This is an optimization exercise on Yosys and OpenROAD, whose aim is small area, a short achievable clock period and few clock cycles per item, not a production implementation.
Only simulation tests tie the RTL to the original design; equivalence was not proved.
Power figures rest on the tool's default switching activity, not on a simulated workload.

## v53
## multserial
module multserial(input wire CLK,
                  input wire RST,
                  input wire MST,
                  input wire MSGN,
                  input wire [31:0] SRCA,
                  input wire [31:0] SRCB,
                  output wire [63:0] PROD,
                  output wire PRODV);
    wire [32:0] a = {MSGN & SRCA[31], SRCA};
    wire [34:0] b = {MSGN & SRCB[31], MSGN & SRCB[31], SRCB, 1'b0};   
    wire [16:0] neg, onen, twon;
    benc u_benc0 (.x2(b[2]), .x1(b[1]), .x0(b[0]), .neg(neg[0]), .onen(onen[0]), .twon(twon[0]));
    benc u_benc1 (.x2(b[4]), .x1(b[3]), .x0(b[2]), .neg(neg[1]), .onen(onen[1]), .twon(twon[1]));
    benc u_benc2 (.x2(b[6]), .x1(b[5]), .x0(b[4]), .neg(neg[2]), .onen(onen[2]), .twon(twon[2]));
    benc u_benc3 (.x2(b[8]), .x1(b[7]), .x0(b[6]), .neg(neg[3]), .onen(onen[3]), .twon(twon[3]));
    benc u_benc4 (.x2(b[10]), .x1(b[9]), .x0(b[8]), .neg(neg[4]), .onen(onen[4]), .twon(twon[4]));
    benc u_benc5 (.x2(b[12]), .x1(b[11]), .x0(b[10]), .neg(neg[5]), .onen(onen[5]), .twon(twon[5]));
    benc u_benc6 (.x2(b[14]), .x1(b[13]), .x0(b[12]), .neg(neg[6]), .onen(onen[6]), .twon(twon[6]));
    benc u_benc7 (.x2(b[16]), .x1(b[15]), .x0(b[14]), .neg(neg[7]), .onen(onen[7]), .twon(twon[7]));
    benc u_benc8 (.x2(b[18]), .x1(b[17]), .x0(b[16]), .neg(neg[8]), .onen(onen[8]), .twon(twon[8]));
    benc u_benc9 (.x2(b[20]), .x1(b[19]), .x0(b[18]), .neg(neg[9]), .onen(onen[9]), .twon(twon[9]));
    benc u_benc10 (.x2(b[22]), .x1(b[21]), .x0(b[20]), .neg(neg[10]), .onen(onen[10]), .twon(twon[10]));
    benc u_benc11 (.x2(b[24]), .x1(b[23]), .x0(b[22]), .neg(neg[11]), .onen(onen[11]), .twon(twon[11]));
    benc u_benc12 (.x2(b[26]), .x1(b[25]), .x0(b[24]), .neg(neg[12]), .onen(onen[12]), .twon(twon[12]));
    benc u_benc13 (.x2(b[28]), .x1(b[27]), .x0(b[26]), .neg(neg[13]), .onen(onen[13]), .twon(twon[13]));
    benc u_benc14 (.x2(b[30]), .x1(b[29]), .x0(b[28]), .neg(neg[14]), .onen(onen[14]), .twon(twon[14]));
  ...
Size: ~130 flip-flops, about 26000 um^2 of cells after synthesis.
clock: 5.0 ns
lec_check: 0
cap_margin: 20
core_margin: 2
core_utilization: 40
place_density: 0.6
slew_margin: 20
synth_hierarchical: 1
run.sh (not shown) runs the stock make flow with config.mk's settings and CLKGATE_MAP_FILE= SYNTH_SCRIPT=/design/flow/synth_recipe.tcl, a recipe that flattens the netlist after the stock synthesis.
Layout checks on v53: not met. Flow itself completed; violations: setup timing.
Testbench counts of v53, summed over its fixed seeds: cycles 2,000, items 2,000.
[inputs] v41 vs v53
==> flow/flow/run.sh (new file) <==
#!/bin/bash
set -e
cp standard.sh flow/standard.sh.seen 2>/dev/null || true
export BUFFER_PORTS_ARGS="-buffer_cell sky130_fd_sc_hd__buf_2"
bash standard.sh finish > standard.log 2>&1
==> flow/flow/standard.sh.seen (new file) <==
#!/bin/bash
# The standard flow's own layout of this design, on the ORFS make targets given (by default finish). After
# finish it leaves the final layout's DEF at /design/flow/out/final.def.
set -euo pipefail
make -C /OpenROAD-flow-scripts/flow DESIGN_CONFIG=/design/flow/config.mk WORK_HOME=/design/flow/orfs CLKGATE_MAP_FILE= SYNTH_SCRIPT=/design/flow/synth_recipe.tcl CAP_MARGIN=20 CORE_MARGIN=2 CORE_UTILIZATION=40 PLACE_DENSITY=0.6 SLEW_MARGIN=20 SYNTH_HIERARCHICAL=1 "${@:-finish}"
if [[ -f /design/flow/orfs/results/sky130hd/multserial/base/6_final.odb ]]; then
  : # left out here: write the final layout as DEF
fi
==> flow/standard.sh (new file) <==
#!/bin/bash
# synth_recipe.tcl (not shown) runs the flow's synth.tcl, then flattens the netlist and writes it again
# the make line also repeats each setting of config.mk as NAME=value (left out here)
make -C /OpenROAD-flow-scripts/flow DESIGN_CONFIG=/design/flow/config.mk WORK_HOME=/design/flow/orfs CLKGATE_MAP_FILE= SYNTH_SCRIPT=/design/flow/synth_recipe.tcl "${@:-finish}"
removed: flow/run.sh
==> comparison <==
- v41 finished end to end and its layout was clean on timing, DRC and antenna.
- Critical-path cell with the highest stage delay = edfxtp_1: v41; critical-path cell with the highest stage delay = fa_1: v53
- Relative to v53, the sequential share of layout area of v41 is higher by 1.2 points.
- The synthesized area divided by synthesized cell count of v41 and that of v53 are within noise of each other.
- On v41: pre-CTS setup slack is 0.47 ns higher than what v53 gave.
- Total power: v41 below v53
- There was hardly any difference in clock share of power between v41 and v53.
- v41 vs v53, fraction of layout instances using a drive strength above 1 went down by 4.5 points.
Setup changes, v41 to v32
# v41
export LEC_CHECK = 0
export CAP_MARGIN = 20
export CORE_MARGIN = 2
export CORE_UTILIZATION = 40
export PLACE_DENSITY = 0.6
export SLEW_MARGIN = 20
export SYNTH_HIERARCHICAL = 1
create_clock -name core_clock -period 5.0 [get_ports {CLK}]
# v32
export LEC_CHECK = 0
export CAP_MARGIN = 20
export CORE_MARGIN = 2
export CORE_UTILIZATION = 65
export PLACE_DENSITY = 0.75
export SLEW_MARGIN = 20
export SYNTH_HIERARCHICAL = 1
create_clock -name core_clock -period 5.0 [get_ports {CLK}]
==> flow/run.sh (new file) <==
#!/bin/bash
# synth_recipe.tcl (not shown) runs the flow's synth.tcl, then flattens the netlist and writes it again
# the make line also repeats each setting of config.mk as NAME=value (left out here)
make -C /OpenROAD-flow-scripts/flow DESIGN_CONFIG=/design/flow/config.mk WORK_HOME=/design/flow/orfs CLKGATE_MAP_FILE= SYNTH_SCRIPT=/design/flow/synth_recipe.tcl finish
removed: flow/flow/run.sh
removed: flow/flow/standard.sh.seen
removed: flow/standard.sh
Findings:
Summary of v32 and v41: one run falls short of a clean finish, namely v32.
Although it ran to completion, v32 produced a layout that fails the final checks because of setup timing.
Between v41 and v32, the clock transition time at the flip-flop clock pins of the worst setup and hold paths figures differ only marginally.
Taking v41 as 1.0, v32 lands at 0.31 on filler cell count.
Die area was higher in the run labelled v41.
Lower logic gate share of total power goes to v41 over v32.
Summary of v32 over v41: layout overhead on the synthesized area +8.4 points; fraction of layout cells with a size suffix above 1 rose 2.0 points; number of cells on the critical path saw a decrease; relative contribution of the clock network to total power now smaller.
Of v32 and v41, v41 shows the lower number of clock buffers in the layout, with v32 above it.

==> separate check: timing with driven ports <==
Ports are ideal in the flow. The routed layouts listed here were re-timed in OpenROAD.
Step 1 sets driving cells, clkbuf_16 on the clock port and buf_2 on the other inputs (assumed; they add their load-dependent delay and slew).
Step 2 also shifts input and output timing later by t, the mid clock arrival at the registers, as if the neighbouring blocks saw the same clock.
Three values: ideal, step 1, step 2; two values: the first two.
run	t, ns	setup slack, ns	clock arrival spread, ns
v53	0.542	-0.014 / 0.016 / -0.526	0.012 / 0.011
v41	0.548	0.201 / 0.133 / -0.246	0.029 / 0.029
v32	0.540	-0.154 / -0.122 / -0.661	0.023 / 0.023
With both steps, setup timing fails in v41, where it was met with ideal ports. The setup slack of v53, which loses most, moves by +0.030 ns with the drivers and by -0.512 ns with both steps.
